From an optimization exercise on the open Yosys and OpenROAD flow, aimed at small area, a short achievable clock period and few clock cycles per item; shortcuts taken in it are not production practice.
RTL that was checked went through simulation tests only; none was proved equivalent to the original.
The RTL of run 1 was laid out without a check of its function.

==> flow/design.v, too long to show whole: its modules and the start of the top module <==
// module sqrt_binary_search: 883 lines
module sqrt_binary_search (
    input  logic        clk,
    input  logic        rst,         
    input  logic        valid_in,
    input  logic [15:0] x,           
    output logic [15:0] x_sqrt,      
    output logic        valid_out
);
  // ...
==> flow/flow/run.sh <==
#!/bin/bash
set -e
cp standard.sh standard_sh.log
cp synth_recipe.tcl synth_recipe_tcl.log
export BUFFER_PORTS_ARGS="-buffer_cell sky130_fd_sc_hd__buf_2"
bash standard.sh > standard.log 2>&1
==> flow/standard.sh <==
#!/bin/bash
# synth_recipe.tcl (not shown) runs the flow's synth.tcl, then flattens the netlist and writes it again
# the make line also repeats each setting of config.mk as NAME=value (left out here)
make -C /OpenROAD-flow-scripts/flow DESIGN_CONFIG=/design/flow/config.mk WORK_HOME=/design/flow/orfs CLKGATE_MAP_FILE= SYNTH_SCRIPT=/design/flow/synth_recipe.tcl "${@:-finish}"
==> flow/config.mk <==
export PLATFORM = sky130hd
export DESIGN_NAME = sqrt_binary_search
export DESIGN_NICKNAME = sqrt_binary_search
export VERILOG_FILES = /design/flow/design.v
export SDC_FILE = /design/flow/constraint.sdc
export NUM_CORES = 4
export LEC_CHECK = 0
export ABC_AREA = 1
export CAP_MARGIN = 20
export CORE_MARGIN = 2
export CORE_UTILIZATION = 40
export SETUP_SLACK_MARGIN = 1.5
export SLEW_MARGIN = 20
==> flow/constraint.sdc <==
create_clock -name core_clock -period 11.0 [get_ports {clk}]
set_input_delay 2.2000 -clock core_clock [delete_from_list [all_inputs] [get_ports {clk}]]
set_output_delay 2.2000 -clock core_clock [all_outputs]
set_load 0.01 [all_outputs]
==> results by group, run 1 <==
Run status
  • Status: no timing/DRC/antenna violations

Synth
  • Most frequent cells after synthesis: 203 x nand2_1, 109 x inv_1, 68 x nand3_1, 33 x xor2_1, 32 x nor2_1
  • Synth warnings: 1
  • Distinct cells, synth: 44
  • Simple-Gate Fraction of Synth Area: 0.4989
  • Yosys reg bits: 18
  • Synth top area share: 0.1948

Placed design
  • Placed Instance Area: 0.004180 mm2

GRT
  • Grt ovf: 0

Finish
  • FILL cells: 1054
  • Synth-to-Final Area Change: 8.858%
  • Area-dominant class: multi-input combinational cells
  • Multi-input combinational area share: 0.7265
  • Most frequent cells in the layout: 203 x nand2_1, 109 x inv_1, 68 x nand3_1, 32 x nor2_1, 32 x xor2_1

Clock tree
  • Deepest clock path buffer count: 2
  • TritonCTS Buffers: 3
  • Post-CTS Setup Repair Bufs: 0

Critical path
  • Crit path launch: x[12]
  • WP data arrival: just over 9 ns
  • CP Data Required Time: about 11 ns

Drt
  • 1st-iter DRT viols: 166
  • Avg WL per Cell: 11.01 um
  • Routed wl met3: between 200 and 300 um

STA
  • Final worst setup slack: 2.123 ns
  • Final hold vios: 0
  • Setup Viol. Count Final: 0

Worst hold path
  • Hold path endpoint: v_r

Job
  • Max-cap violations: 0
==> module sqrt_binary_search, before the edit <==
module sqrt_binary_search (
    input  logic        clk,
    input  logic        rst,         
    input  logic        valid_in,
    input  logic [15:0] x,           
    output logic [15:0] x_sqrt,      
    output logic        valid_out
);
    wire [2:0] s_a0 = {1'b0, x[15:14]};
    wire [2:0] s_o0 = 3'b111;
    wire [2:0] s_g0_0 = s_a0 & s_o0;
    wire [2:0] s_p0_0 = s_a0 | s_o0;
    wire [2:0] s_g0_1, s_p0_1;
    assign s_g0_1[0] = s_g0_0[0];
    assign s_p0_1[0] = s_p0_0[0];
    assign s_g0_1[1] = s_g0_0[1] | (s_p0_0[1] & s_g0_0[0]);
    assign s_p0_1[1] = s_p0_0[1] & s_p0_0[0];
    assign s_g0_1[2] = s_g0_0[2];
    assign s_p0_1[2] = s_p0_0[2];
    wire [2:0] s_g0_2, s_p0_2;
    assign s_g0_2[0] = s_g0_1[0];
    assign s_p0_2[0] = s_p0_1[0];
    assign s_g0_2[1] = s_g0_1[1];
    assign s_p0_2[1] = s_p0_1[1];
    assign s_g0_2[2] = s_g0_1[2] | (s_p0_1[2] & s_g0_1[1]);
    assign s_p0_2[2] = s_p0_1[2] & s_p0_1[1];
    wire [2:0] s_c0 = {s_g0_2[1:0], 1'b0};
    wire [2:0] s_r1 = s_a0 ^ (s_o0 ^ s_c0);
    wire [0:0] s_q1 = ~s_r1[2];
    wire [3:0] s_a1 = {s_r1[1:0], x[13:12]};
    wire [3:0] s_o1 = {s_q1[0], s_q1 ^ {1{s_q1[0]}}, 2'b11};
    wire [3:0] s_g1_0 = s_a1 & s_o1;
    wire [3:0] s_p1_0 = s_a1 | s_o1;
    wire [3:0] s_g1_1, s_p1_1;
    assign s_g1_1[0] = s_g1_0[0];
    assign s_p1_1[0] = s_p1_0[0];
    assign s_g1_1[1] = s_g1_0[1] | (s_p1_0[1] & s_g1_0[0]);
    assign s_p1_1[1] = s_p1_0[1] & s_p1_0[0];
    assign s_g1_1[2] = s_g1_0[2];
    assign s_p1_1[2] = s_p1_0[2];
    assign s_g1_1[3] = s_g1_0[3] | (s_p1_0[3] & s_g1_0[2]);
    assign s_p1_1[3] = s_p1_0[3] & s_p1_0[2];
    wire [3:0] s_g1_2, s_p1_2;
    assign s_g1_2[0] = s_g1_1[0];
    assign s_p1_2[0] = s_p1_1[0];
    assign s_g1_2[1] = s_g1_1[1];
    assign s_p1_2[1] = s_p1_1[1];
    assign s_g1_2[2] = s_g1_1[2] | (s_p1_1[2] & s_g1_1[1]);
    assign s_p1_2[2] = s_p1_1[2] & s_p1_1[1];
    assign s_g1_2[3] = s_g1_1[3] | (s_p1_1[3] & s_g1_1[1]);
    assign s_p1_2[3] = s_p1_1[3] & s_p1_1[1];
    wire [3:0] s_c1 = {s_g1_2[2:0], 1'b0};
    wire [3:0] s_r2 = s_a1 ^ (s_o1 ^ s_c1);
    wire [1:0] s_q2 = {s_q1, ~s_r2[3]};
    wire [4:0] s_a2 = {s_r2[2:0], x[11:10]};
    wire [4:0] s_o2 = {s_q2[0], s_q2 ^ {2{s_q2[0]}}, 2'b11};
    wire [4:0] s_g2_0 = s_a2 & s_o2;
    wire [4:0] s_p2_0 = s_a2 | s_o2;
    wire [4:0] s_g2_1, s_p2_1;
    assign s_g2_1[0] = s_g2_0[0];
    assign s_p2_1[0] = s_p2_0[0];
    assign s_g2_1[1] = s_g2_0[1] | (s_p2_0[1] & s_g2_0[0]);
    assign s_p2_1[1] = s_p2_0[1] & s_p2_0[0];
    assign s_g2_1[2] = s_g2_0[2];
    assign s_p2_1[2] = s_p2_0[2];
    assign s_g2_1[3] = s_g2_0[3] | (s_p2_0[3] & s_g2_0[2]);
    assign s_p2_1[3] = s_p2_0[3] & s_p2_0[2];
    assign s_g2_1[4] = s_g2_0[4];
    assign s_p2_1[4] = s_p2_0[4];
    wire [4:0] s_g2_2, s_p2_2;
    assign s_g2_2[0] = s_g2_1[0];
    assign s_p2_2[0] = s_p2_1[0];
    assign s_g2_2[1] = s_g2_1[1];
    assign s_p2_2[1] = s_p2_1[1];
    assign s_g2_2[2] = s_g2_1[2] | (s_p2_1[2] & s_g2_1[1]);
    assign s_p2_2[2] = s_p2_1[2] & s_p2_1[1];
    assign s_g2_2[3] = s_g2_1[3] | (s_p2_1[3] & s_g2_1[1]);
    assign s_p2_2[3] = s_p2_1[3] & s_p2_1[1];
    assign s_g2_2[4] = s_g2_1[4];
    assign s_p2_2[4] = s_p2_1[4];
    wire [4:0] s_g2_3, s_p2_3;
    assign s_g2_3[0] = s_g2_2[0];
    assign s_p2_3[0] = s_p2_2[0];
    assign s_g2_3[1] = s_g2_2[1];
    assign s_p2_3[1] = s_p2_2[1];
    assign s_g2_3[2] = s_g2_2[2];
    assign s_p2_3[2] = s_p2_2[2];
    assign s_g2_3[3] = s_g2_2[3];
    assign s_p2_3[3] = s_p2_2[3];
    assign s_g2_3[4] = s_g2_2[4] | (s_p2_2[4] & s_g2_2[3]);
    assign s_p2_3[4] = s_p2_2[4] & s_p2_2[3];
    wire [4:0] s_c2 = {s_g2_3[3:0], 1'b0};
    wire [4:0] s_r3 = s_a2 ^ (s_o2 ^ s_c2);
    wire [2:0] s_q3 = {s_q2, ~s_r3[4]};
    wire [5:0] s_a3 = {s_r3[3:0], x[9:8]};
    wire [5:0] s_o3 = {s_q3[0], s_q3 ^ {3{s_q3[0]}}, 2'b11};
    wire [5:0] s_g3_0 = s_a3 & s_o3;
    wire [5:0] s_p3_0 = s_a3 | s_o3;
    wire [5:0] s_g3_1, s_p3_1;
    assign s_g3_1[0] = s_g3_0[0];
    assign s_p3_1[0] = s_p3_0[0];
    assign s_g3_1[1] = s_g3_0[1] | (s_p3_0[1] & s_g3_0[0]);
    assign s_p3_1[1] = s_p3_0[1] & s_p3_0[0];
    assign s_g3_1[2] = s_g3_0[2];
    assign s_p3_1[2] = s_p3_0[2];
    assign s_g3_1[3] = s_g3_0[3] | (s_p3_0[3] & s_g3_0[2]);
    assign s_p3_1[3] = s_p3_0[3] & s_p3_0[2];
    assign s_g3_1[4] = s_g3_0[4];
    assign s_p3_1[4] = s_p3_0[4];
    assign s_g3_1[5] = s_g3_0[5] | (s_p3_0[5] & s_g3_0[4]);
    assign s_p3_1[5] = s_p3_0[5] & s_p3_0[4];
    wire [5:0] s_g3_2, s_p3_2;
    assign s_g3_2[0] = s_g3_1[0];
    assign s_p3_2[0] = s_p3_1[0];
    assign s_g3_2[1] = s_g3_1[1];
    assign s_p3_2[1] = s_p3_1[1];
    assign s_g3_2[2] = s_g3_1[2] | (s_p3_1[2] & s_g3_1[1]);
    assign s_p3_2[2] = s_p3_1[2] & s_p3_1[1];
    assign s_g3_2[3] = s_g3_1[3] | (s_p3_1[3] & s_g3_1[1]);
    assign s_p3_2[3] = s_p3_1[3] & s_p3_1[1];
    assign s_g3_2[4] = s_g3_1[4];
    assign s_p3_2[4] = s_p3_1[4];
    assign s_g3_2[5] = s_g3_1[5];
    assign s_p3_2[5] = s_p3_1[5];
    wire [5:0] s_g3_3, s_p3_3;
    assign s_g3_3[0] = s_g3_2[0];
    assign s_p3_3[0] = s_p3_2[0];
    assign s_g3_3[1] = s_g3_2[1];
    assign s_p3_3[1] = s_p3_2[1];
    assign s_g3_3[2] = s_g3_2[2];
    assign s_p3_3[2] = s_p3_2[2];
    assign s_g3_3[3] = s_g3_2[3];
    assign s_p3_3[3] = s_p3_2[3];
    assign s_g3_3[4] = s_g3_2[4] | (s_p3_2[4] & s_g3_2[3]);
    assign s_p3_3[4] = s_p3_2[4] & s_p3_2[3];
    assign s_g3_3[5] = s_g3_2[5] | (s_p3_2[5] & s_g3_2[3]);
    assign s_p3_3[5] = s_p3_2[5] & s_p3_2[3];
    wire [5:0] s_c3 = {s_g3_3[4:0], 1'b0};
    wire [5:0] s_r4 = s_a3 ^ (s_o3 ^ s_c3);
    wire [3:0] s_q4 = {s_q3, ~s_r4[5]};
    wire [6:0] s_a4 = {s_r4[4:0], x[7:6]};
    wire [6:0] s_o4 = {s_q4[0], s_q4 ^ {4{s_q4[0]}}, 2'b11};
    wire [6:0] s_g4_0 = s_a4 & s_o4;
    wire [6:0] s_p4_0 = s_a4 | s_o4;
    wire [6:0] s_g4_1, s_p4_1;
    assign s_g4_1[0] = s_g4_0[0];
    assign s_p4_1[0] = s_p4_0[0];
    assign s_g4_1[1] = s_g4_0[1] | (s_p4_0[1] & s_g4_0[0]);
    assign s_p4_1[1] = s_p4_0[1] & s_p4_0[0];
    assign s_g4_1[2] = s_g4_0[2];
    assign s_p4_1[2] = s_p4_0[2];
    assign s_g4_1[3] = s_g4_0[3] | (s_p4_0[3] & s_g4_0[2]);
    assign s_p4_1[3] = s_p4_0[3] & s_p4_0[2];
    assign s_g4_1[4] = s_g4_0[4];
    assign s_p4_1[4] = s_p4_0[4];
    assign s_g4_1[5] = s_g4_0[5] | (s_p4_0[5] & s_g4_0[4]);
    assign s_p4_1[5] = s_p4_0[5] & s_p4_0[4];
    assign s_g4_1[6] = s_g4_0[6];
    assign s_p4_1[6] = s_p4_0[6];
    wire [6:0] s_g4_2, s_p4_2;
    assign s_g4_2[0] = s_g4_1[0];
    assign s_p4_2[0] = s_p4_1[0];
    assign s_g4_2[1] = s_g4_1[1];
    assign s_p4_2[1] = s_p4_1[1];
    assign s_g4_2[2] = s_g4_1[2] | (s_p4_1[2] & s_g4_1[1]);
    assign s_p4_2[2] = s_p4_1[2] & s_p4_1[1];
    assign s_g4_2[3] = s_g4_1[3] | (s_p4_1[3] & s_g4_1[1]);
    assign s_p4_2[3] = s_p4_1[3] & s_p4_1[1];
    assign s_g4_2[4] = s_g4_1[4];
    assign s_p4_2[4] = s_p4_1[4];
    assign s_g4_2[5] = s_g4_1[5];
    assign s_p4_2[5] = s_p4_1[5];
    assign s_g4_2[6] = s_g4_1[6] | (s_p4_1[6] & s_g4_1[5]);
    assign s_p4_2[6] = s_p4_1[6] & s_p4_1[5];
    wire [6:0] s_g4_3, s_p4_3;
    assign s_g4_3[0] = s_g4_2[0];
    assign s_p4_3[0] = s_p4_2[0];
    assign s_g4_3[1] = s_g4_2[1];
    assign s_p4_3[1] = s_p4_2[1];
    assign s_g4_3[2] = s_g4_2[2];
    assign s_p4_3[2] = s_p4_2[2];
    assign s_g4_3[3] = s_g4_2[3];
    assign s_p4_3[3] = s_p4_2[3];
    assign s_g4_3[4] = s_g4_2[4] | (s_p4_2[4] & s_g4_2[3]);
    assign s_p4_3[4] = s_p4_2[4] & s_p4_2[3];
    assign s_g4_3[5] = s_g4_2[5] | (s_p4_2[5] & s_g4_2[3]);
    assign s_p4_3[5] = s_p4_2[5] & s_p4_2[3];
    assign s_g4_3[6] = s_g4_2[6] | (s_p4_2[6] & s_g4_2[3]);
    assign s_p4_3[6] = s_p4_2[6] & s_p4_2[3];
    wire [6:0] s_c4 = {s_g4_3[5:0], 1'b0};
    wire [6:0] s_r5 = s_a4 ^ (s_o4 ^ s_c4);
    wire [4:0] s_q5 = {s_q4, ~s_r5[6]};
    wire [7:0] s_a5 = {s_r5[5:0], x[5:4]};
    wire [7:0] s_o5 = {s_q5[0], s_q5 ^ {5{s_q5[0]}}, 2'b11};
    wire [7:0] s_g5_0 = s_a5 & s_o5;
    wire [7:0] s_p5_0 = s_a5 | s_o5;
    wire [7:0] s_g5_1, s_p5_1;
    assign s_g5_1[0] = s_g5_0[0];
    assign s_p5_1[0] = s_p5_0[0];
    assign s_g5_1[1] = s_g5_0[1] | (s_p5_0[1] & s_g5_0[0]);
    assign s_p5_1[1] = s_p5_0[1] & s_p5_0[0];
    assign s_g5_1[2] = s_g5_0[2];
    assign s_p5_1[2] = s_p5_0[2];
    assign s_g5_1[3] = s_g5_0[3] | (s_p5_0[3] & s_g5_0[2]);
    assign s_p5_1[3] = s_p5_0[3] & s_p5_0[2];
    assign s_g5_1[4] = s_g5_0[4];
    assign s_p5_1[4] = s_p5_0[4];
    assign s_g5_1[5] = s_g5_0[5] | (s_p5_0[5] & s_g5_0[4]);
    assign s_p5_1[5] = s_p5_0[5] & s_p5_0[4];
    assign s_g5_1[6] = s_g5_0[6];
    assign s_p5_1[6] = s_p5_0[6];
    assign s_g5_1[7] = s_g5_0[7] | (s_p5_0[7] & s_g5_0[6]);
    assign s_p5_1[7] = s_p5_0[7] & s_p5_0[6];
    wire [7:0] s_g5_2, s_p5_2;
    assign s_g5_2[0] = s_g5_1[0];
    assign s_p5_2[0] = s_p5_1[0];
    assign s_g5_2[1] = s_g5_1[1];
    assign s_p5_2[1] = s_p5_1[1];
    assign s_g5_2[2] = s_g5_1[2] | (s_p5_1[2] & s_g5_1[1]);
    assign s_p5_2[2] = s_p5_1[2] & s_p5_1[1];
    assign s_g5_2[3] = s_g5_1[3] | (s_p5_1[3] & s_g5_1[1]);
    assign s_p5_2[3] = s_p5_1[3] & s_p5_1[1];
    assign s_g5_2[4] = s_g5_1[4];
    assign s_p5_2[4] = s_p5_1[4];
    assign s_g5_2[5] = s_g5_1[5];
    assign s_p5_2[5] = s_p5_1[5];
    assign s_g5_2[6] = s_g5_1[6] | (s_p5_1[6] & s_g5_1[5]);
    assign s_p5_2[6] = s_p5_1[6] & s_p5_1[5];
    assign s_g5_2[7] = s_g5_1[7] | (s_p5_1[7] & s_g5_1[5]);
    assign s_p5_2[7] = s_p5_1[7] & s_p5_1[5];
    wire [7:0] s_g5_3, s_p5_3;
    assign s_g5_3[0] = s_g5_2[0];
    assign s_p5_3[0] = s_p5_2[0];
    assign s_g5_3[1] = s_g5_2[1];
    assign s_p5_3[1] = s_p5_2[1];
    assign s_g5_3[2] = s_g5_2[2];
    assign s_p5_3[2] = s_p5_2[2];
    assign s_g5_3[3] = s_g5_2[3];
    assign s_p5_3[3] = s_p5_2[3];
    assign s_g5_3[4] = s_g5_2[4] | (s_p5_2[4] & s_g5_2[3]);
    assign s_p5_3[4] = s_p5_2[4] & s_p5_2[3];
    assign s_g5_3[5] = s_g5_2[5] | (s_p5_2[5] & s_g5_2[3]);
    assign s_p5_3[5] = s_p5_2[5] & s_p5_2[3];
    assign s_g5_3[6] = s_g5_2[6] | (s_p5_2[6] & s_g5_2[3]);
    assign s_p5_3[6] = s_p5_2[6] & s_p5_2[3];
    assign s_g5_3[7] = s_g5_2[7] | (s_p5_2[7] & s_g5_2[3]);
    assign s_p5_3[7] = s_p5_2[7] & s_p5_2[3];
    wire [7:0] s_c5 = {s_g5_3[6:0], 1'b0};
    wire [7:0] s_r6 = s_a5 ^ (s_o5 ^ s_c5);
    wire [5:0] s_q6 = {s_q5, ~s_r6[7]};
    wire [8:0] s_a6 = {s_r6[6:0], x[3:2]};
    wire [8:0] s_o6 = {s_q6[0], s_q6 ^ {6{s_q6[0]}}, 2'b11};
    wire [8:0] s_g6_0 = s_a6 & s_o6;
    wire [8:0] s_p6_0 = s_a6 | s_o6;
    wire [8:0] s_g6_1, s_p6_1;
    assign s_g6_1[0] = s_g6_0[0];
    assign s_p6_1[0] = s_p6_0[0];
    assign s_g6_1[1] = s_g6_0[1] | (s_p6_0[1] & s_g6_0[0]);
    assign s_p6_1[1] = s_p6_0[1] & s_p6_0[0];
    assign s_g6_1[2] = s_g6_0[2];
    assign s_p6_1[2] = s_p6_0[2];
    assign s_g6_1[3] = s_g6_0[3] | (s_p6_0[3] & s_g6_0[2]);
    assign s_p6_1[3] = s_p6_0[3] & s_p6_0[2];
    assign s_g6_1[4] = s_g6_0[4];
    assign s_p6_1[4] = s_p6_0[4];
    assign s_g6_1[5] = s_g6_0[5] | (s_p6_0[5] & s_g6_0[4]);
    assign s_p6_1[5] = s_p6_0[5] & s_p6_0[4];
    assign s_g6_1[6] = s_g6_0[6];
    assign s_p6_1[6] = s_p6_0[6];
    assign s_g6_1[7] = s_g6_0[7] | (s_p6_0[7] & s_g6_0[6]);
    assign s_p6_1[7] = s_p6_0[7] & s_p6_0[6];
    assign s_g6_1[8] = s_g6_0[8];
    assign s_p6_1[8] = s_p6_0[8];
    wire [8:0] s_g6_2, s_p6_2;
    assign s_g6_2[0] = s_g6_1[0];
    assign s_p6_2[0] = s_p6_1[0];
    assign s_g6_2[1] = s_g6_1[1];
    assign s_p6_2[1] = s_p6_1[1];
    assign s_g6_2[2] = s_g6_1[2] | (s_p6_1[2] & s_g6_1[1]);
    assign s_p6_2[2] = s_p6_1[2] & s_p6_1[1];
    assign s_g6_2[3] = s_g6_1[3] | (s_p6_1[3] & s_g6_1[1]);
    assign s_p6_2[3] = s_p6_1[3] & s_p6_1[1];
    assign s_g6_2[4] = s_g6_1[4];
    assign s_p6_2[4] = s_p6_1[4];
    assign s_g6_2[5] = s_g6_1[5];
    assign s_p6_2[5] = s_p6_1[5];
    assign s_g6_2[6] = s_g6_1[6] | (s_p6_1[6] & s_g6_1[5]);
    assign s_p6_2[6] = s_p6_1[6] & s_p6_1[5];
    assign s_g6_2[7] = s_g6_1[7] | (s_p6_1[7] & s_g6_1[5]);
    assign s_p6_2[7] = s_p6_1[7] & s_p6_1[5];
    assign s_g6_2[8] = s_g6_1[8];
    assign s_p6_2[8] = s_p6_1[8];
    wire [8:0] s_g6_3, s_p6_3;
    assign s_g6_3[0] = s_g6_2[0];
    assign s_p6_3[0] = s_p6_2[0];
    assign s_g6_3[1] = s_g6_2[1];
    assign s_p6_3[1] = s_p6_2[1];
    assign s_g6_3[2] = s_g6_2[2];
    assign s_p6_3[2] = s_p6_2[2];
    assign s_g6_3[3] = s_g6_2[3];
    assign s_p6_3[3] = s_p6_2[3];
    assign s_g6_3[4] = s_g6_2[4] | (s_p6_2[4] & s_g6_2[3]);
    assign s_p6_3[4] = s_p6_2[4] & s_p6_2[3];
    assign s_g6_3[5] = s_g6_2[5] | (s_p6_2[5] & s_g6_2[3]);
    assign s_p6_3[5] = s_p6_2[5] & s_p6_2[3];
    assign s_g6_3[6] = s_g6_2[6] | (s_p6_2[6] & s_g6_2[3]);
    assign s_p6_3[6] = s_p6_2[6] & s_p6_2[3];
    assign s_g6_3[7] = s_g6_2[7] | (s_p6_2[7] & s_g6_2[3]);
    assign s_p6_3[7] = s_p6_2[7] & s_p6_2[3];
    assign s_g6_3[8] = s_g6_2[8];
    assign s_p6_3[8] = s_p6_2[8];
    wire [8:0] s_g6_4, s_p6_4;
    assign s_g6_4[0] = s_g6_3[0];
    assign s_p6_4[0] = s_p6_3[0];
    assign s_g6_4[1] = s_g6_3[1];
    assign s_p6_4[1] = s_p6_3[1];
    assign s_g6_4[2] = s_g6_3[2];
    assign s_p6_4[2] = s_p6_3[2];
    assign s_g6_4[3] = s_g6_3[3];
    assign s_p6_4[3] = s_p6_3[3];
    assign s_g6_4[4] = s_g6_3[4];
    assign s_p6_4[4] = s_p6_3[4];
    assign s_g6_4[5] = s_g6_3[5];
    assign s_p6_4[5] = s_p6_3[5];
    assign s_g6_4[6] = s_g6_3[6];
    assign s_p6_4[6] = s_p6_3[6];
    assign s_g6_4[7] = s_g6_3[7];
    assign s_p6_4[7] = s_p6_3[7];
    assign s_g6_4[8] = s_g6_3[8] | (s_p6_3[8] & s_g6_3[7]);
    assign s_p6_4[8] = s_p6_3[8] & s_p6_3[7];
    wire [8:0] s_c6 = {s_g6_4[7:0], 1'b0};
    wire [8:0] s_r7 = s_a6 ^ (s_o6 ^ s_c6);
    wire [6:0] s_q7 = {s_q6, ~s_r7[8]};
    wire [9:0] s_a7 = {s_r7[7:0], x[1:0]};
    wire [9:0] s_o7 = {s_q7[0], s_q7 ^ {7{s_q7[0]}}, 2'b11};
    wire [9:0] s_g7_0 = s_a7 & s_o7;
    wire [9:0] s_p7_0 = s_a7 | s_o7;
    wire [9:0] s_g7_1, s_p7_1;
    assign s_g7_1[0] = s_g7_0[0];
    assign s_p7_1[0] = s_p7_0[0];
    assign s_g7_1[1] = s_g7_0[1] | (s_p7_0[1] & s_g7_0[0]);
    assign s_p7_1[1] = s_p7_0[1] & s_p7_0[0];
    assign s_g7_1[2] = s_g7_0[2];
    assign s_p7_1[2] = s_p7_0[2];
    assign s_g7_1[3] = s_g7_0[3] | (s_p7_0[3] & s_g7_0[2]);
    assign s_p7_1[3] = s_p7_0[3] & s_p7_0[2];
    assign s_g7_1[4] = s_g7_0[4];
    assign s_p7_1[4] = s_p7_0[4];
    assign s_g7_1[5] = s_g7_0[5] | (s_p7_0[5] & s_g7_0[4]);
    assign s_p7_1[5] = s_p7_0[5] & s_p7_0[4];
    assign s_g7_1[6] = s_g7_0[6];
    assign s_p7_1[6] = s_p7_0[6];
    assign s_g7_1[7] = s_g7_0[7] | (s_p7_0[7] & s_g7_0[6]);
    assign s_p7_1[7] = s_p7_0[7] & s_p7_0[6];
    assign s_g7_1[8] = s_g7_0[8];
    assign s_p7_1[8] = s_p7_0[8];
    assign s_g7_1[9] = s_g7_0[9] | (s_p7_0[9] & s_g7_0[8]);
    assign s_p7_1[9] = s_p7_0[9] & s_p7_0[8];
    wire [9:0] s_g7_2, s_p7_2;
    assign s_g7_2[0] = s_g7_1[0];
    assign s_p7_2[0] = s_p7_1[0];
    assign s_g7_2[1] = s_g7_1[1];
    assign s_p7_2[1] = s_p7_1[1];
    assign s_g7_2[2] = s_g7_1[2] | (s_p7_1[2] & s_g7_1[1]);
    assign s_p7_2[2] = s_p7_1[2] & s_p7_1[1];
    assign s_g7_2[3] = s_g7_1[3] | (s_p7_1[3] & s_g7_1[1]);
    assign s_p7_2[3] = s_p7_1[3] & s_p7_1[1];
    assign s_g7_2[4] = s_g7_1[4];
    assign s_p7_2[4] = s_p7_1[4];
    assign s_g7_2[5] = s_g7_1[5];
    assign s_p7_2[5] = s_p7_1[5];
    assign s_g7_2[6] = s_g7_1[6] | (s_p7_1[6] & s_g7_1[5]);
    assign s_p7_2[6] = s_p7_1[6] & s_p7_1[5];
    assign s_g7_2[7] = s_g7_1[7] | (s_p7_1[7] & s_g7_1[5]);
    assign s_p7_2[7] = s_p7_1[7] & s_p7_1[5];
    assign s_g7_2[8] = s_g7_1[8];
    assign s_p7_2[8] = s_p7_1[8];
    assign s_g7_2[9] = s_g7_1[9];
    assign s_p7_2[9] = s_p7_1[9];
    wire [9:0] s_g7_3, s_p7_3;
    assign s_g7_3[0] = s_g7_2[0];
    assign s_p7_3[0] = s_p7_2[0];
    assign s_g7_3[1] = s_g7_2[1];
    assign s_p7_3[1] = s_p7_2[1];
    assign s_g7_3[2] = s_g7_2[2];
    assign s_p7_3[2] = s_p7_2[2];
    assign s_g7_3[3] = s_g7_2[3];
    assign s_p7_3[3] = s_p7_2[3];
    assign s_g7_3[4] = s_g7_2[4] | (s_p7_2[4] & s_g7_2[3]);
    assign s_p7_3[4] = s_p7_2[4] & s_p7_2[3];
    assign s_g7_3[5] = s_g7_2[5] | (s_p7_2[5] & s_g7_2[3]);
    assign s_p7_3[5] = s_p7_2[5] & s_p7_2[3];
    assign s_g7_3[6] = s_g7_2[6] | (s_p7_2[6] & s_g7_2[3]);
    assign s_p7_3[6] = s_p7_2[6] & s_p7_2[3];
    assign s_g7_3[7] = s_g7_2[7] | (s_p7_2[7] & s_g7_2[3]);
    assign s_p7_3[7] = s_p7_2[7] & s_p7_2[3];
    assign s_g7_3[8] = s_g7_2[8];
    assign s_p7_3[8] = s_p7_2[8];
    assign s_g7_3[9] = s_g7_2[9];
    assign s_p7_3[9] = s_p7_2[9];
    wire [9:0] s_g7_4, s_p7_4;
    assign s_g7_4[0] = s_g7_3[0];
    assign s_p7_4[0] = s_p7_3[0];
    assign s_g7_4[1] = s_g7_3[1];
    assign s_p7_4[1] = s_p7_3[1];
    assign s_g7_4[2] = s_g7_3[2];
    assign s_p7_4[2] = s_p7_3[2];
    assign s_g7_4[3] = s_g7_3[3];
    assign s_p7_4[3] = s_p7_3[3];
    assign s_g7_4[4] = s_g7_3[4];
    assign s_p7_4[4] = s_p7_3[4];
    assign s_g7_4[5] = s_g7_3[5];
    assign s_p7_4[5] = s_p7_3[5];
    assign s_g7_4[6] = s_g7_3[6];
    assign s_p7_4[6] = s_p7_3[6];
    assign s_g7_4[7] = s_g7_3[7];
    assign s_p7_4[7] = s_p7_3[7];
    assign s_g7_4[8] = s_g7_3[8] | (s_p7_3[8] & s_g7_3[7]);
    assign s_p7_4[8] = s_p7_3[8] & s_p7_3[7];
    assign s_g7_4[9] = s_g7_3[9] | (s_p7_3[9] & s_g7_3[7]);
    assign s_p7_4[9] = s_p7_3[9] & s_p7_3[7];
    wire [9:0] s_c7 = {s_g7_4[8:0], 1'b0};
    wire [9:0] s_r8 = s_a7 ^ (s_o7 ^ s_c7);
    wire [7:0] s_q8 = {s_q7, ~s_r8[9]};
    logic s_r;                
    logic [6:0] o_r;      
    logic [9:0] r_r;
    logic v_r;
    always_ff @(posedge clk) begin
        if (rst) v_r <= 1'b0;
        else     v_r <= valid_in;
        s_r <= s_q8[0];
        o_r <= s_q8[7:1] ^ {7{s_q8[0]}};
        r_r <= s_r8;
    end
    wire [7:0] q_r = {o_r ^ {7{s_r}}, s_r};
    wire [10:0] t_a8 = {r_r[8:0], 2'b00};
    wire [10:0] t_o8 = {s_r, o_r, 1'b0, 2'b11};
    wire [10:0] t_g8_0 = t_a8 & t_o8;
    wire [10:0] t_p8_0 = t_a8 | t_o8;
    wire [10:0] t_g8_1, t_p8_1;
    assign t_g8_1[0] = t_g8_0[0];
    assign t_p8_1[0] = t_p8_0[0];
    assign t_g8_1[1] = t_g8_0[1] | (t_p8_0[1] & t_g8_0[0]);
    assign t_p8_1[1] = t_p8_0[1] & t_p8_0[0];
    assign t_g8_1[2] = t_g8_0[2];
    assign t_p8_1[2] = t_p8_0[2];
    assign t_g8_1[3] = t_g8_0[3] | (t_p8_0[3] & t_g8_0[2]);
    assign t_p8_1[3] = t_p8_0[3] & t_p8_0[2];
    assign t_g8_1[4] = t_g8_0[4];
    assign t_p8_1[4] = t_p8_0[4];
    assign t_g8_1[5] = t_g8_0[5] | (t_p8_0[5] & t_g8_0[4]);
    assign t_p8_1[5] = t_p8_0[5] & t_p8_0[4];
    assign t_g8_1[6] = t_g8_0[6];
    assign t_p8_1[6] = t_p8_0[6];
    assign t_g8_1[7] = t_g8_0[7] | (t_p8_0[7] & t_g8_0[6]);
    assign t_p8_1[7] = t_p8_0[7] & t_p8_0[6];
    assign t_g8_1[8] = t_g8_0[8];
    assign t_p8_1[8] = t_p8_0[8];
    assign t_g8_1[9] = t_g8_0[9] | (t_p8_0[9] & t_g8_0[8]);
    assign t_p8_1[9] = t_p8_0[9] & t_p8_0[8];
    assign t_g8_1[10] = t_g8_0[10];
    assign t_p8_1[10] = t_p8_0[10];
    wire [10:0] t_g8_2, t_p8_2;
    assign t_g8_2[0] = t_g8_1[0];
    assign t_p8_2[0] = t_p8_1[0];
    assign t_g8_2[1] = t_g8_1[1];
    assign t_p8_2[1] = t_p8_1[1];
    assign t_g8_2[2] = t_g8_1[2] | (t_p8_1[2] & t_g8_1[1]);
    assign t_p8_2[2] = t_p8_1[2] & t_p8_1[1];
    assign t_g8_2[3] = t_g8_1[3] | (t_p8_1[3] & t_g8_1[1]);
    assign t_p8_2[3] = t_p8_1[3] & t_p8_1[1];
    assign t_g8_2[4] = t_g8_1[4];
    assign t_p8_2[4] = t_p8_1[4];
    assign t_g8_2[5] = t_g8_1[5];
    assign t_p8_2[5] = t_p8_1[5];
    assign t_g8_2[6] = t_g8_1[6] | (t_p8_1[6] & t_g8_1[5]);
    assign t_p8_2[6] = t_p8_1[6] & t_p8_1[5];
    assign t_g8_2[7] = t_g8_1[7] | (t_p8_1[7] & t_g8_1[5]);
    assign t_p8_2[7] = t_p8_1[7] & t_p8_1[5];
    assign t_g8_2[8] = t_g8_1[8];
    assign t_p8_2[8] = t_p8_1[8];
    assign t_g8_2[9] = t_g8_1[9];
    assign t_p8_2[9] = t_p8_1[9];
    assign t_g8_2[10] = t_g8_1[10] | (t_p8_1[10] & t_g8_1[9]);
    assign t_p8_2[10] = t_p8_1[10] & t_p8_1[9];
    wire [10:0] t_g8_3, t_p8_3;
    assign t_g8_3[0] = t_g8_2[0];
    assign t_p8_3[0] = t_p8_2[0];
    assign t_g8_3[1] = t_g8_2[1];
    assign t_p8_3[1] = t_p8_2[1];
    assign t_g8_3[2] = t_g8_2[2];
    assign t_p8_3[2] = t_p8_2[2];
    assign t_g8_3[3] = t_g8_2[3];
    assign t_p8_3[3] = t_p8_2[3];
    assign t_g8_3[4] = t_g8_2[4] | (t_p8_2[4] & t_g8_2[3]);
    assign t_p8_3[4] = t_p8_2[4] & t_p8_2[3];
    assign t_g8_3[5] = t_g8_2[5] | (t_p8_2[5] & t_g8_2[3]);
    assign t_p8_3[5] = t_p8_2[5] & t_p8_2[3];
    assign t_g8_3[6] = t_g8_2[6] | (t_p8_2[6] & t_g8_2[3]);
    assign t_p8_3[6] = t_p8_2[6] & t_p8_2[3];
    assign t_g8_3[7] = t_g8_2[7] | (t_p8_2[7] & t_g8_2[3]);
    assign t_p8_3[7] = t_p8_2[7] & t_p8_2[3];
    assign t_g8_3[8] = t_g8_2[8];
    assign t_p8_3[8] = t_p8_2[8];
    assign t_g8_3[9] = t_g8_2[9];
    assign t_p8_3[9] = t_p8_2[9];
    assign t_g8_3[10] = t_g8_2[10];
    assign t_p8_3[10] = t_p8_2[10];
    wire [10:0] t_g8_4, t_p8_4;
    assign t_g8_4[0] = t_g8_3[0];
    assign t_p8_4[0] = t_p8_3[0];
    assign t_g8_4[1] = t_g8_3[1];
    assign t_p8_4[1] = t_p8_3[1];
    assign t_g8_4[2] = t_g8_3[2];
    assign t_p8_4[2] = t_p8_3[2];
    assign t_g8_4[3] = t_g8_3[3];
    assign t_p8_4[3] = t_p8_3[3];
    assign t_g8_4[4] = t_g8_3[4];
    assign t_p8_4[4] = t_p8_3[4];
    assign t_g8_4[5] = t_g8_3[5];
    assign t_p8_4[5] = t_p8_3[5];
    assign t_g8_4[6] = t_g8_3[6];
    assign t_p8_4[6] = t_p8_3[6];
    assign t_g8_4[7] = t_g8_3[7];
    assign t_p8_4[7] = t_p8_3[7];
    assign t_g8_4[8] = t_g8_3[8] | (t_p8_3[8] & t_g8_3[7]);
    assign t_p8_4[8] = t_p8_3[8] & t_p8_3[7];
    assign t_g8_4[9] = t_g8_3[9] | (t_p8_3[9] & t_g8_3[7]);
    assign t_p8_4[9] = t_p8_3[9] & t_p8_3[7];
    assign t_g8_4[10] = t_g8_3[10] | (t_p8_3[10] & t_g8_3[7]);
    assign t_p8_4[10] = t_p8_3[10] & t_p8_3[7];
    wire [10:0] t_c8 = {t_g8_4[9:0], 1'b0};
    wire [10:0] t_r9 = t_a8 ^ (t_o8 ^ t_c8);
    wire [8:0] t_q9 = {q_r, ~t_r9[10]};
    wire [11:0] t_a9 = {t_r9[9:0], 2'b00};
    wire [11:0] t_o9 = {t_q9[0], t_q9 ^ {9{t_q9[0]}}, 2'b11};
    wire [11:0] t_g9_0 = t_a9 & t_o9;
    wire [11:0] t_p9_0 = t_a9 | t_o9;
    wire [11:0] t_g9_1, t_p9_1;
    assign t_g9_1[0] = t_g9_0[0];
    assign t_p9_1[0] = t_p9_0[0];
    assign t_g9_1[1] = t_g9_0[1] | (t_p9_0[1] & t_g9_0[0]);
    assign t_p9_1[1] = t_p9_0[1] & t_p9_0[0];
    assign t_g9_1[2] = t_g9_0[2];
    assign t_p9_1[2] = t_p9_0[2];
    assign t_g9_1[3] = t_g9_0[3] | (t_p9_0[3] & t_g9_0[2]);
    assign t_p9_1[3] = t_p9_0[3] & t_p9_0[2];
    assign t_g9_1[4] = t_g9_0[4];
    assign t_p9_1[4] = t_p9_0[4];
    assign t_g9_1[5] = t_g9_0[5] | (t_p9_0[5] & t_g9_0[4]);
    assign t_p9_1[5] = t_p9_0[5] & t_p9_0[4];
    assign t_g9_1[6] = t_g9_0[6];
    assign t_p9_1[6] = t_p9_0[6];
    assign t_g9_1[7] = t_g9_0[7] | (t_p9_0[7] & t_g9_0[6]);
    assign t_p9_1[7] = t_p9_0[7] & t_p9_0[6];
    assign t_g9_1[8] = t_g9_0[8];
    assign t_p9_1[8] = t_p9_0[8];
    assign t_g9_1[9] = t_g9_0[9] | (t_p9_0[9] & t_g9_0[8]);
    assign t_p9_1[9] = t_p9_0[9] & t_p9_0[8];
    assign t_g9_1[10] = t_g9_0[10];
    assign t_p9_1[10] = t_p9_0[10];
    assign t_g9_1[11] = t_g9_0[11] | (t_p9_0[11] & t_g9_0[10]);
    assign t_p9_1[11] = t_p9_0[11] & t_p9_0[10];
    wire [11:0] t_g9_2, t_p9_2;
    assign t_g9_2[0] = t_g9_1[0];
    assign t_p9_2[0] = t_p9_1[0];
    assign t_g9_2[1] = t_g9_1[1];
    assign t_p9_2[1] = t_p9_1[1];
    assign t_g9_2[2] = t_g9_1[2] | (t_p9_1[2] & t_g9_1[1]);
    assign t_p9_2[2] = t_p9_1[2] & t_p9_1[1];
    assign t_g9_2[3] = t_g9_1[3] | (t_p9_1[3] & t_g9_1[1]);
    assign t_p9_2[3] = t_p9_1[3] & t_p9_1[1];
    assign t_g9_2[4] = t_g9_1[4];
    assign t_p9_2[4] = t_p9_1[4];
    assign t_g9_2[5] = t_g9_1[5];
    assign t_p9_2[5] = t_p9_1[5];
    assign t_g9_2[6] = t_g9_1[6] | (t_p9_1[6] & t_g9_1[5]);
    assign t_p9_2[6] = t_p9_1[6] & t_p9_1[5];
    assign t_g9_2[7] = t_g9_1[7] | (t_p9_1[7] & t_g9_1[5]);
    assign t_p9_2[7] = t_p9_1[7] & t_p9_1[5];
    assign t_g9_2[8] = t_g9_1[8];
    assign t_p9_2[8] = t_p9_1[8];
    assign t_g9_2[9] = t_g9_1[9];
    assign t_p9_2[9] = t_p9_1[9];
    assign t_g9_2[10] = t_g9_1[10] | (t_p9_1[10] & t_g9_1[9]);
    assign t_p9_2[10] = t_p9_1[10] & t_p9_1[9];
    assign t_g9_2[11] = t_g9_1[11] | (t_p9_1[11] & t_g9_1[9]);
    assign t_p9_2[11] = t_p9_1[11] & t_p9_1[9];
    wire [11:0] t_g9_3, t_p9_3;
    assign t_g9_3[0] = t_g9_2[0];
    assign t_p9_3[0] = t_p9_2[0];
    assign t_g9_3[1] = t_g9_2[1];
    assign t_p9_3[1] = t_p9_2[1];
    assign t_g9_3[2] = t_g9_2[2];
    assign t_p9_3[2] = t_p9_2[2];
    assign t_g9_3[3] = t_g9_2[3];
    assign t_p9_3[3] = t_p9_2[3];
    assign t_g9_3[4] = t_g9_2[4] | (t_p9_2[4] & t_g9_2[3]);
    assign t_p9_3[4] = t_p9_2[4] & t_p9_2[3];
    assign t_g9_3[5] = t_g9_2[5] | (t_p9_2[5] & t_g9_2[3]);
    assign t_p9_3[5] = t_p9_2[5] & t_p9_2[3];
    assign t_g9_3[6] = t_g9_2[6] | (t_p9_2[6] & t_g9_2[3]);
    assign t_p9_3[6] = t_p9_2[6] & t_p9_2[3];
    assign t_g9_3[7] = t_g9_2[7] | (t_p9_2[7] & t_g9_2[3]);
    assign t_p9_3[7] = t_p9_2[7] & t_p9_2[3];
    assign t_g9_3[8] = t_g9_2[8];
    assign t_p9_3[8] = t_p9_2[8];
    assign t_g9_3[9] = t_g9_2[9];
    assign t_p9_3[9] = t_p9_2[9];
    assign t_g9_3[10] = t_g9_2[10];
    assign t_p9_3[10] = t_p9_2[10];
    assign t_g9_3[11] = t_g9_2[11];
    assign t_p9_3[11] = t_p9_2[11];
    wire [11:0] t_g9_4, t_p9_4;
    assign t_g9_4[0] = t_g9_3[0];
    assign t_p9_4[0] = t_p9_3[0];
    assign t_g9_4[1] = t_g9_3[1];
    assign t_p9_4[1] = t_p9_3[1];
    assign t_g9_4[2] = t_g9_3[2];
    assign t_p9_4[2] = t_p9_3[2];
    assign t_g9_4[3] = t_g9_3[3];
    assign t_p9_4[3] = t_p9_3[3];
    assign t_g9_4[4] = t_g9_3[4];
    assign t_p9_4[4] = t_p9_3[4];
    assign t_g9_4[5] = t_g9_3[5];
    assign t_p9_4[5] = t_p9_3[5];
    assign t_g9_4[6] = t_g9_3[6];
    assign t_p9_4[6] = t_p9_3[6];
    assign t_g9_4[7] = t_g9_3[7];
    assign t_p9_4[7] = t_p9_3[7];
    assign t_g9_4[8] = t_g9_3[8] | (t_p9_3[8] & t_g9_3[7]);
    assign t_p9_4[8] = t_p9_3[8] & t_p9_3[7];
    assign t_g9_4[9] = t_g9_3[9] | (t_p9_3[9] & t_g9_3[7]);
    assign t_p9_4[9] = t_p9_3[9] & t_p9_3[7];
    assign t_g9_4[10] = t_g9_3[10] | (t_p9_3[10] & t_g9_3[7]);
    assign t_p9_4[10] = t_p9_3[10] & t_p9_3[7];
    assign t_g9_4[11] = t_g9_3[11] | (t_p9_3[11] & t_g9_3[7]);
    assign t_p9_4[11] = t_p9_3[11] & t_p9_3[7];
    wire [11:0] t_c9 = {t_g9_4[10:0], 1'b0};
    wire [11:0] t_r10 = t_a9 ^ (t_o9 ^ t_c9);
    wire [9:0] t_q10 = {t_q9, ~t_r10[11]};
    wire [12:0] t_a10 = {t_r10[10:0], 2'b00};
    wire [12:0] t_o10 = {t_q10[0], t_q10 ^ {10{t_q10[0]}}, 2'b11};
    wire [12:0] t_g10_0 = t_a10 & t_o10;
    wire [12:0] t_p10_0 = t_a10 | t_o10;
    wire [12:0] t_g10_1, t_p10_1;
    assign t_g10_1[0] = t_g10_0[0];
    assign t_p10_1[0] = t_p10_0[0];
    assign t_g10_1[1] = t_g10_0[1] | (t_p10_0[1] & t_g10_0[0]);
    assign t_p10_1[1] = t_p10_0[1] & t_p10_0[0];
    assign t_g10_1[2] = t_g10_0[2];
    assign t_p10_1[2] = t_p10_0[2];
    assign t_g10_1[3] = t_g10_0[3] | (t_p10_0[3] & t_g10_0[2]);
    assign t_p10_1[3] = t_p10_0[3] & t_p10_0[2];
    assign t_g10_1[4] = t_g10_0[4];
    assign t_p10_1[4] = t_p10_0[4];
    assign t_g10_1[5] = t_g10_0[5] | (t_p10_0[5] & t_g10_0[4]);
    assign t_p10_1[5] = t_p10_0[5] & t_p10_0[4];
    assign t_g10_1[6] = t_g10_0[6];
    assign t_p10_1[6] = t_p10_0[6];
    assign t_g10_1[7] = t_g10_0[7] | (t_p10_0[7] & t_g10_0[6]);
    assign t_p10_1[7] = t_p10_0[7] & t_p10_0[6];
    assign t_g10_1[8] = t_g10_0[8];
    assign t_p10_1[8] = t_p10_0[8];
    assign t_g10_1[9] = t_g10_0[9] | (t_p10_0[9] & t_g10_0[8]);
    assign t_p10_1[9] = t_p10_0[9] & t_p10_0[8];
    assign t_g10_1[10] = t_g10_0[10];
    assign t_p10_1[10] = t_p10_0[10];
    assign t_g10_1[11] = t_g10_0[11] | (t_p10_0[11] & t_g10_0[10]);
    assign t_p10_1[11] = t_p10_0[11] & t_p10_0[10];
    assign t_g10_1[12] = t_g10_0[12];
    assign t_p10_1[12] = t_p10_0[12];
    wire [12:0] t_g10_2, t_p10_2;
    assign t_g10_2[0] = t_g10_1[0];
    assign t_p10_2[0] = t_p10_1[0];
    assign t_g10_2[1] = t_g10_1[1];
    assign t_p10_2[1] = t_p10_1[1];
    assign t_g10_2[2] = t_g10_1[2] | (t_p10_1[2] & t_g10_1[1]);
    assign t_p10_2[2] = t_p10_1[2] & t_p10_1[1];
    assign t_g10_2[3] = t_g10_1[3] | (t_p10_1[3] & t_g10_1[1]);
    assign t_p10_2[3] = t_p10_1[3] & t_p10_1[1];
    assign t_g10_2[4] = t_g10_1[4];
    assign t_p10_2[4] = t_p10_1[4];
    assign t_g10_2[5] = t_g10_1[5];
    assign t_p10_2[5] = t_p10_1[5];
    assign t_g10_2[6] = t_g10_1[6] | (t_p10_1[6] & t_g10_1[5]);
    assign t_p10_2[6] = t_p10_1[6] & t_p10_1[5];
    assign t_g10_2[7] = t_g10_1[7] | (t_p10_1[7] & t_g10_1[5]);
    assign t_p10_2[7] = t_p10_1[7] & t_p10_1[5];
    assign t_g10_2[8] = t_g10_1[8];
    assign t_p10_2[8] = t_p10_1[8];
    assign t_g10_2[9] = t_g10_1[9];
    assign t_p10_2[9] = t_p10_1[9];
    assign t_g10_2[10] = t_g10_1[10] | (t_p10_1[10] & t_g10_1[9]);
    assign t_p10_2[10] = t_p10_1[10] & t_p10_1[9];
    assign t_g10_2[11] = t_g10_1[11] | (t_p10_1[11] & t_g10_1[9]);
    assign t_p10_2[11] = t_p10_1[11] & t_p10_1[9];
    assign t_g10_2[12] = t_g10_1[12];
    assign t_p10_2[12] = t_p10_1[12];
    wire [12:0] t_g10_3, t_p10_3;
    assign t_g10_3[0] = t_g10_2[0];
    assign t_p10_3[0] = t_p10_2[0];
    assign t_g10_3[1] = t_g10_2[1];
    assign t_p10_3[1] = t_p10_2[1];
    assign t_g10_3[2] = t_g10_2[2];
    assign t_p10_3[2] = t_p10_2[2];
    assign t_g10_3[3] = t_g10_2[3];
    assign t_p10_3[3] = t_p10_2[3];
    assign t_g10_3[4] = t_g10_2[4] | (t_p10_2[4] & t_g10_2[3]);
    assign t_p10_3[4] = t_p10_2[4] & t_p10_2[3];
    assign t_g10_3[5] = t_g10_2[5] | (t_p10_2[5] & t_g10_2[3]);
    assign t_p10_3[5] = t_p10_2[5] & t_p10_2[3];
    assign t_g10_3[6] = t_g10_2[6] | (t_p10_2[6] & t_g10_2[3]);
    assign t_p10_3[6] = t_p10_2[6] & t_p10_2[3];
    assign t_g10_3[7] = t_g10_2[7] | (t_p10_2[7] & t_g10_2[3]);
    assign t_p10_3[7] = t_p10_2[7] & t_p10_2[3];
    assign t_g10_3[8] = t_g10_2[8];
    assign t_p10_3[8] = t_p10_2[8];
    assign t_g10_3[9] = t_g10_2[9];
    assign t_p10_3[9] = t_p10_2[9];
    assign t_g10_3[10] = t_g10_2[10];
    assign t_p10_3[10] = t_p10_2[10];
    assign t_g10_3[11] = t_g10_2[11];
    assign t_p10_3[11] = t_p10_2[11];
    assign t_g10_3[12] = t_g10_2[12] | (t_p10_2[12] & t_g10_2[11]);
    assign t_p10_3[12] = t_p10_2[12] & t_p10_2[11];
    wire [12:0] t_g10_4, t_p10_4;
    assign t_g10_4[0] = t_g10_3[0];
    assign t_p10_4[0] = t_p10_3[0];
    assign t_g10_4[1] = t_g10_3[1];
    assign t_p10_4[1] = t_p10_3[1];
    assign t_g10_4[2] = t_g10_3[2];
    assign t_p10_4[2] = t_p10_3[2];
    assign t_g10_4[3] = t_g10_3[3];
    assign t_p10_4[3] = t_p10_3[3];
    assign t_g10_4[4] = t_g10_3[4];
    assign t_p10_4[4] = t_p10_3[4];
    assign t_g10_4[5] = t_g10_3[5];
    assign t_p10_4[5] = t_p10_3[5];
    assign t_g10_4[6] = t_g10_3[6];
    assign t_p10_4[6] = t_p10_3[6];
    assign t_g10_4[7] = t_g10_3[7];
    assign t_p10_4[7] = t_p10_3[7];
    assign t_g10_4[8] = t_g10_3[8] | (t_p10_3[8] & t_g10_3[7]);
    assign t_p10_4[8] = t_p10_3[8] & t_p10_3[7];
    assign t_g10_4[9] = t_g10_3[9] | (t_p10_3[9] & t_g10_3[7]);
    assign t_p10_4[9] = t_p10_3[9] & t_p10_3[7];
    assign t_g10_4[10] = t_g10_3[10] | (t_p10_3[10] & t_g10_3[7]);
    assign t_p10_4[10] = t_p10_3[10] & t_p10_3[7];
    assign t_g10_4[11] = t_g10_3[11] | (t_p10_3[11] & t_g10_3[7]);
    assign t_p10_4[11] = t_p10_3[11] & t_p10_3[7];
    assign t_g10_4[12] = t_g10_3[12] | (t_p10_3[12] & t_g10_3[7]);
    assign t_p10_4[12] = t_p10_3[12] & t_p10_3[7];
    wire [12:0] t_c10 = {t_g10_4[11:0], 1'b0};
    wire [12:0] t_r11 = t_a10 ^ (t_o10 ^ t_c10);
    wire [10:0] t_q11 = {t_q10, ~t_r11[12]};
    wire [13:0] t_a11 = {t_r11[11:0], 2'b00};
    wire [13:0] t_o11 = {t_q11[0], t_q11 ^ {11{t_q11[0]}}, 2'b11};
    wire [13:0] t_g11_0 = t_a11 & t_o11;
    wire [13:0] t_p11_0 = t_a11 | t_o11;
    wire [13:0] t_g11_1, t_p11_1;
    assign t_g11_1[0] = t_g11_0[0];
    assign t_p11_1[0] = t_p11_0[0];
    assign t_g11_1[1] = t_g11_0[1] | (t_p11_0[1] & t_g11_0[0]);
    assign t_p11_1[1] = t_p11_0[1] & t_p11_0[0];
    assign t_g11_1[2] = t_g11_0[2];
    assign t_p11_1[2] = t_p11_0[2];
    assign t_g11_1[3] = t_g11_0[3] | (t_p11_0[3] & t_g11_0[2]);
    assign t_p11_1[3] = t_p11_0[3] & t_p11_0[2];
    assign t_g11_1[4] = t_g11_0[4];
    assign t_p11_1[4] = t_p11_0[4];
    assign t_g11_1[5] = t_g11_0[5] | (t_p11_0[5] & t_g11_0[4]);
    assign t_p11_1[5] = t_p11_0[5] & t_p11_0[4];
    assign t_g11_1[6] = t_g11_0[6];
    assign t_p11_1[6] = t_p11_0[6];
    assign t_g11_1[7] = t_g11_0[7] | (t_p11_0[7] & t_g11_0[6]);
    assign t_p11_1[7] = t_p11_0[7] & t_p11_0[6];
    assign t_g11_1[8] = t_g11_0[8];
    assign t_p11_1[8] = t_p11_0[8];
    assign t_g11_1[9] = t_g11_0[9] | (t_p11_0[9] & t_g11_0[8]);
    assign t_p11_1[9] = t_p11_0[9] & t_p11_0[8];
    assign t_g11_1[10] = t_g11_0[10];
    assign t_p11_1[10] = t_p11_0[10];
    assign t_g11_1[11] = t_g11_0[11] | (t_p11_0[11] & t_g11_0[10]);
    assign t_p11_1[11] = t_p11_0[11] & t_p11_0[10];
    assign t_g11_1[12] = t_g11_0[12];
    assign t_p11_1[12] = t_p11_0[12];
    assign t_g11_1[13] = t_g11_0[13] | (t_p11_0[13] & t_g11_0[12]);
    assign t_p11_1[13] = t_p11_0[13] & t_p11_0[12];
    wire [13:0] t_g11_2, t_p11_2;
    assign t_g11_2[0] = t_g11_1[0];
    assign t_p11_2[0] = t_p11_1[0];
    assign t_g11_2[1] = t_g11_1[1];
    assign t_p11_2[1] = t_p11_1[1];
    assign t_g11_2[2] = t_g11_1[2] | (t_p11_1[2] & t_g11_1[1]);
    assign t_p11_2[2] = t_p11_1[2] & t_p11_1[1];
    assign t_g11_2[3] = t_g11_1[3] | (t_p11_1[3] & t_g11_1[1]);
    assign t_p11_2[3] = t_p11_1[3] & t_p11_1[1];
    assign t_g11_2[4] = t_g11_1[4];
    assign t_p11_2[4] = t_p11_1[4];
    assign t_g11_2[5] = t_g11_1[5];
    assign t_p11_2[5] = t_p11_1[5];
    assign t_g11_2[6] = t_g11_1[6] | (t_p11_1[6] & t_g11_1[5]);
    assign t_p11_2[6] = t_p11_1[6] & t_p11_1[5];
    assign t_g11_2[7] = t_g11_1[7] | (t_p11_1[7] & t_g11_1[5]);
    assign t_p11_2[7] = t_p11_1[7] & t_p11_1[5];
    assign t_g11_2[8] = t_g11_1[8];
    assign t_p11_2[8] = t_p11_1[8];
    assign t_g11_2[9] = t_g11_1[9];
    assign t_p11_2[9] = t_p11_1[9];
    assign t_g11_2[10] = t_g11_1[10] | (t_p11_1[10] & t_g11_1[9]);
    assign t_p11_2[10] = t_p11_1[10] & t_p11_1[9];
    assign t_g11_2[11] = t_g11_1[11] | (t_p11_1[11] & t_g11_1[9]);
    assign t_p11_2[11] = t_p11_1[11] & t_p11_1[9];
    assign t_g11_2[12] = t_g11_1[12];
    assign t_p11_2[12] = t_p11_1[12];
    assign t_g11_2[13] = t_g11_1[13];
    assign t_p11_2[13] = t_p11_1[13];
    wire [13:0] t_g11_3, t_p11_3;
    assign t_g11_3[0] = t_g11_2[0];
    assign t_p11_3[0] = t_p11_2[0];
    assign t_g11_3[1] = t_g11_2[1];
    assign t_p11_3[1] = t_p11_2[1];
    assign t_g11_3[2] = t_g11_2[2];
    assign t_p11_3[2] = t_p11_2[2];
    assign t_g11_3[3] = t_g11_2[3];
    assign t_p11_3[3] = t_p11_2[3];
    assign t_g11_3[4] = t_g11_2[4] | (t_p11_2[4] & t_g11_2[3]);
    assign t_p11_3[4] = t_p11_2[4] & t_p11_2[3];
    assign t_g11_3[5] = t_g11_2[5] | (t_p11_2[5] & t_g11_2[3]);
    assign t_p11_3[5] = t_p11_2[5] & t_p11_2[3];
    assign t_g11_3[6] = t_g11_2[6] | (t_p11_2[6] & t_g11_2[3]);
    assign t_p11_3[6] = t_p11_2[6] & t_p11_2[3];
    assign t_g11_3[7] = t_g11_2[7] | (t_p11_2[7] & t_g11_2[3]);
    assign t_p11_3[7] = t_p11_2[7] & t_p11_2[3];
    assign t_g11_3[8] = t_g11_2[8];
    assign t_p11_3[8] = t_p11_2[8];
    assign t_g11_3[9] = t_g11_2[9];
    assign t_p11_3[9] = t_p11_2[9];
    assign t_g11_3[10] = t_g11_2[10];
    assign t_p11_3[10] = t_p11_2[10];
    assign t_g11_3[11] = t_g11_2[11];
    assign t_p11_3[11] = t_p11_2[11];
    assign t_g11_3[12] = t_g11_2[12] | (t_p11_2[12] & t_g11_2[11]);
    assign t_p11_3[12] = t_p11_2[12] & t_p11_2[11];
    assign t_g11_3[13] = t_g11_2[13] | (t_p11_2[13] & t_g11_2[11]);
    assign t_p11_3[13] = t_p11_2[13] & t_p11_2[11];
    wire [13:0] t_g11_4, t_p11_4;
    assign t_g11_4[0] = t_g11_3[0];
    assign t_p11_4[0] = t_p11_3[0];
    assign t_g11_4[1] = t_g11_3[1];
    assign t_p11_4[1] = t_p11_3[1];
    assign t_g11_4[2] = t_g11_3[2];
    assign t_p11_4[2] = t_p11_3[2];
    assign t_g11_4[3] = t_g11_3[3];
    assign t_p11_4[3] = t_p11_3[3];
    assign t_g11_4[4] = t_g11_3[4];
    assign t_p11_4[4] = t_p11_3[4];
    assign t_g11_4[5] = t_g11_3[5];
    assign t_p11_4[5] = t_p11_3[5];
    assign t_g11_4[6] = t_g11_3[6];
    assign t_p11_4[6] = t_p11_3[6];
    assign t_g11_4[7] = t_g11_3[7];
    assign t_p11_4[7] = t_p11_3[7];
    assign t_g11_4[8] = t_g11_3[8] | (t_p11_3[8] & t_g11_3[7]);
    assign t_p11_4[8] = t_p11_3[8] & t_p11_3[7];
    assign t_g11_4[9] = t_g11_3[9] | (t_p11_3[9] & t_g11_3[7]);
    assign t_p11_4[9] = t_p11_3[9] & t_p11_3[7];
    assign t_g11_4[10] = t_g11_3[10] | (t_p11_3[10] & t_g11_3[7]);
    assign t_p11_4[10] = t_p11_3[10] & t_p11_3[7];
    assign t_g11_4[11] = t_g11_3[11] | (t_p11_3[11] & t_g11_3[7]);
    assign t_p11_4[11] = t_p11_3[11] & t_p11_3[7];
    assign t_g11_4[12] = t_g11_3[12] | (t_p11_3[12] & t_g11_3[7]);
    assign t_p11_4[12] = t_p11_3[12] & t_p11_3[7];
    assign t_g11_4[13] = t_g11_3[13] | (t_p11_3[13] & t_g11_3[7]);
    assign t_p11_4[13] = t_p11_3[13] & t_p11_3[7];
    wire [13:0] t_c11 = {t_g11_4[12:0], 1'b0};
    wire [13:0] t_r12 = t_a11 ^ (t_o11 ^ t_c11);
    wire [11:0] t_q12 = {t_q11, ~t_r12[13]};
    assign x_sqrt    = {4'd0, t_q12};
    assign valid_out = v_r;
endmodule
==> inputs of run 2 (changes only) <==
--- a/flow/design.v
+++ b/flow/design.v
@@ -423,6 +423,5 @@
     wire [9:0] s_r8 = s_a7 ^ (s_o7 ^ s_c7);
     wire [7:0] s_q8 = {s_q7, ~s_r8[9]};
-    logic s_r;                
-    logic [6:0] o_r;      
+    logic [7:0] q_r;
     logic [9:0] r_r;
     logic v_r;
@@ -430,11 +429,9 @@
         if (rst) v_r <= 1'b0;
         else     v_r <= valid_in;
-        s_r <= s_q8[0];
-        o_r <= s_q8[7:1] ^ {7{s_q8[0]}};
+        q_r <= s_q8;
         r_r <= s_r8;
     end
-    wire [7:0] q_r = {o_r ^ {7{s_r}}, s_r};
     wire [10:0] t_a8 = {r_r[8:0], 2'b00};
-    wire [10:0] t_o8 = {s_r, o_r, 1'b0, 2'b11};
+    wire [10:0] t_o8 = {q_r[0], q_r ^ {8{q_r[0]}}, 2'b11};
     wire [10:0] t_g8_0 = t_a8 & t_o8;
     wire [10:0] t_p8_0 = t_a8 | t_o8;
==> run 2 against run 1 <==
Worst setup slack improved by 0.20 ns. Die area decreased by 5.3%. First-iteration DRC count decreased by 22%. Fmax increased by 2.4%. Via count decreased by 3.4%. Worst hold slack got worse by 0.0037 ns. Count of clock-buffer cells in the layout unchanged. Highest routed layer unchanged.
==> results by group, run 2 <==
Synth
  • Yosys reg bits: 18 (unchanged)
  • Seq/Total Area, Yosys: 0.09746
  • Synth warnings: 1 (unchanged)
  • Top FF cell, synth: dfxtp_1
  • Most frequent cell after synthesis: nand2_1
  • Post-synth EDFFs: 0
  • Asr flop ratio synth: 0
  • Post-synth top area cell: nand2_1
  • Distinct cells, synth: 40 (-9.1%)
  • Mapped Area: 0.003697 mm2
  • Mean cell area of the mapped netlist: between 5 and 6 um2
  • Synth area leaders: nand2_1 21%, inv_1 11%, nand3_1 11%
  • Synth top area share: 0.2061 (+0.01134)
  • Cells after synthesis: approximately 620
  • Most frequent cells after synthesis: 203 x nand2_1, 107 x inv_1, 78 x nand3_1, 35 x nor2_1, 26 x xor2_1

Clock tree
  • Clk sinks: 18
  • Root Buffer: clkbuf_8
  • Post-CTS Resized: 0
  • Max H-tree Level: 1
  • Deepest clock path buffer count: 2 (unchanged)
  • TritonCTS clock tree: built
  • Post-CTS Setup Repair Bufs: 0 (unchanged)
  • TritonCTS Buffers: 3 (unchanged)
  • Post-CTS Hold Fix Bufs: 0
  • Worst-path clk slew: approximately 0.070 ns

Run status
  • Status: no timing/DRC/antenna violations

Critical path
  • Crit end category: flip-flop
  • CP Buf/Inv Count: 5
  • Critical Path Fanout Max: 8
  • Worst path max stage delay: between 0.4 and 0.5 ns
  • Critical path class: in2reg
  • CP Data Required Time: 11.18 ns (about the same)
  • Crit start category: input port
  • Most used cell, CP: nand2_1
  • Crit-path leading delay family: simple AND/OR/NAND/NOR gates
  • WP data arrival: 8.85 ns (-0.20 ns)
  • Crit-path slowest cell: fa_1

GRT
  • GRT Total Usage: 0.1700
  • Vias in the first global route: approximately 3500
  • Grt ovf: 0 (unchanged)
  • Pin count of the biggest net entering global routing: 14
  • Initial antenna violation count: 0
  • Global-route wire length before repair: 14410 um

STA
  • Fin. max-slew vios: 0
  • Setup Viol. Count Final: 0 (unchanged)
  • Rel. slew slack: 0.5899
  • RSZ-0062 raised after global routing: false
  • Total Neg Setup Slack: 0 ns
  • Final hold vios: 0 (unchanged)
  • Final worst setup slack: 2.328 ns (+0.2048 ns)
  • Worst Tran Pin Value: around 0.61 ns
  • Final Critical Period: 8.672 ns
  • Fmax: 0.1153 GHz
  • Fin crit share: 0.7884

Drt
  • DRC: 0
  • DR pass1 iterations: 4
  • Vias per inst: just under 5
  • Final wirelength: slightly above 8000 um
  • Detail Route Antenna Nets: 0
  • 1st-iter DRT viols: 130 (-22%)
  • Detailed-route via count: roughly 3700
  • Avg WL per Cell: 10.60 um (-3.8%)

Finish
  • Nets: ~700
  • Largest Register: r_r
  • Largest register FFs: 9
  • Synth-to-Final Area Change: 7.276%
  • Post-route cell area: between 0.003 and 0.004 mm2
  • Fin util: 0.4354
  • Cell Count, Final, Fillers Out: about 760
  • Most common cell after layout, fill and taps aside: nand2_1
  • FILL cells: 989 (-6.2%)
  • Share of layout cells above drive strength 1: 0.1411
  • Most frequent cells in the layout: 203 x nand2_1, 107 x inv_1, 78 x nand3_1, 35 x nor2_1, 31 x buf_2
  • ANT cells: 0
  • Largest regs: r_r (9), q_r (8), v_r (1)

Worst hold path
  • Hold Crit Class: in2reg
  • Hold path depth: 2
  • HP Start: rst
  • Hold path endpoint: v_r

Placed design
  • Final RePlAce weighted congestion: ~0.86
  • Placed insts: between 700 and 800
  • IO Port Bufs: 31
  • HPWL Detailed: between 6000 and 7000 um
  • Placed Instance Area: 0.003911 mm2 (-6.4%)
  • Dpl ws: around 2.1 ns

Die
  • Die width: about 100 um
  • Starting Density: 0.4059
  • Die Y: 100.1 um
  • I/O Pins: 36
  • Core Rows: 35
  • Die Area: between 0.01 and 0.015 mm2
  • Placeable Area: a little over 0.009 mm2

Job
  • Max-cap violations: 0 (unchanged)
run 2: changes by cell type in the layout (fill, tap and decap cells not counted), sizes merged, moves of 3 or more:
cell,change
nand2,-11
xor2,-4
or2,-3
o21ai,+4
inv,-3
nand3b,+5
run 2: metrics by stage:
stage | hold WS (ns)
6_report | 2.093
5_1_grt | 2.103
4_1_cts | 2.091
3_5_place_dp | 2.359
3_3_place_gp | 2.355
2_1_floorplan | 2.271
run 2: cell type report:
cell class | instances | area [um2] | share of cell area
clock buffer | 4 | 55.05 | 0.01388
inverter | 112 | 420.4 | 0.1060
multi-input combinational | 487 | 2836 | 0.7151
sequential | 18 | 360.3 | 0.09085
tap | 111 | 138.9 | 0.03502
timing repair buffer | 31 | 155.1 | 0.03912
run 2: cell families after synthesis:
group,Yosys count,synth area share
simple gates,378,0.4789
buf+inv,121,0.1384
compound gates,29,0.04738
fa+ha+maj,24,0.1015
flops,18,0.09746
xor+xnor,52,0.1354
other cells,1,0.001014
run 2: layer usage:
metal	vias to the layer above	wire length, um	GRT usage
met4	0	131	0.04953
met1	1641	3684	0.2110
met2	61	4096	0.3165
li1	1968	-	-
met3	12	173	0.008357
met5	-	0	0
run 2: how the worst max path moves through the flow:
stage	cells after the start	to	startpoint
after floorplan	47	q_r[0]	x[12]
after CTS	46	q_r[0]	x[12]
final	46	q_r[0]	x[12]
after global routing	49	q_r[0]	x[12]
after global placement	46	q_r[0]	x[12]
after detailed placement	46	q_r[0]	x[12]
Testbench counts of run 2, summed over its fixed seeds: cycles 262,148, items 262,144.

what the ideal ports hide:
The flow's constraints put no driver on any port. The routed layouts listed below were extracted and timed again, unchanged, in two steps. Step 1 (the two cells are an assumption about what drives the block):
set clk [get_ports {clk}]
set_driving_cell -lib_cell sky130_fd_sc_hd__clkbuf_16 $clk
set_driving_cell -lib_cell sky130_fd_sc_hd__buf_2 [delete_from_list [all_inputs] $clk]
Step 2 adds t to the input delays and takes it off the output delays; t is the mean of the earliest and latest rising clock arrival at the registers after step 1. Input paths then give back, and output paths get back, about the clock's delay inside the block. Three values: no drivers, after step 1, after step 2; two values: the first two.
run | shift t [ns] | setup WS [ns] | slew at the worst register clock pin (ns)
run 1 | 0.273 | 2.123 / 2.130 / 1.858 | 0.06 / 0.06
run 2 | 0.269 | 2.328 / 2.333 / 2.064 | 0.07 / 0.07
After both steps setup and hold are still met in every run listed. The setup slack of run 1, which loses most, moves by +0.007 ns with the drivers and by -0.265 ns with both steps.
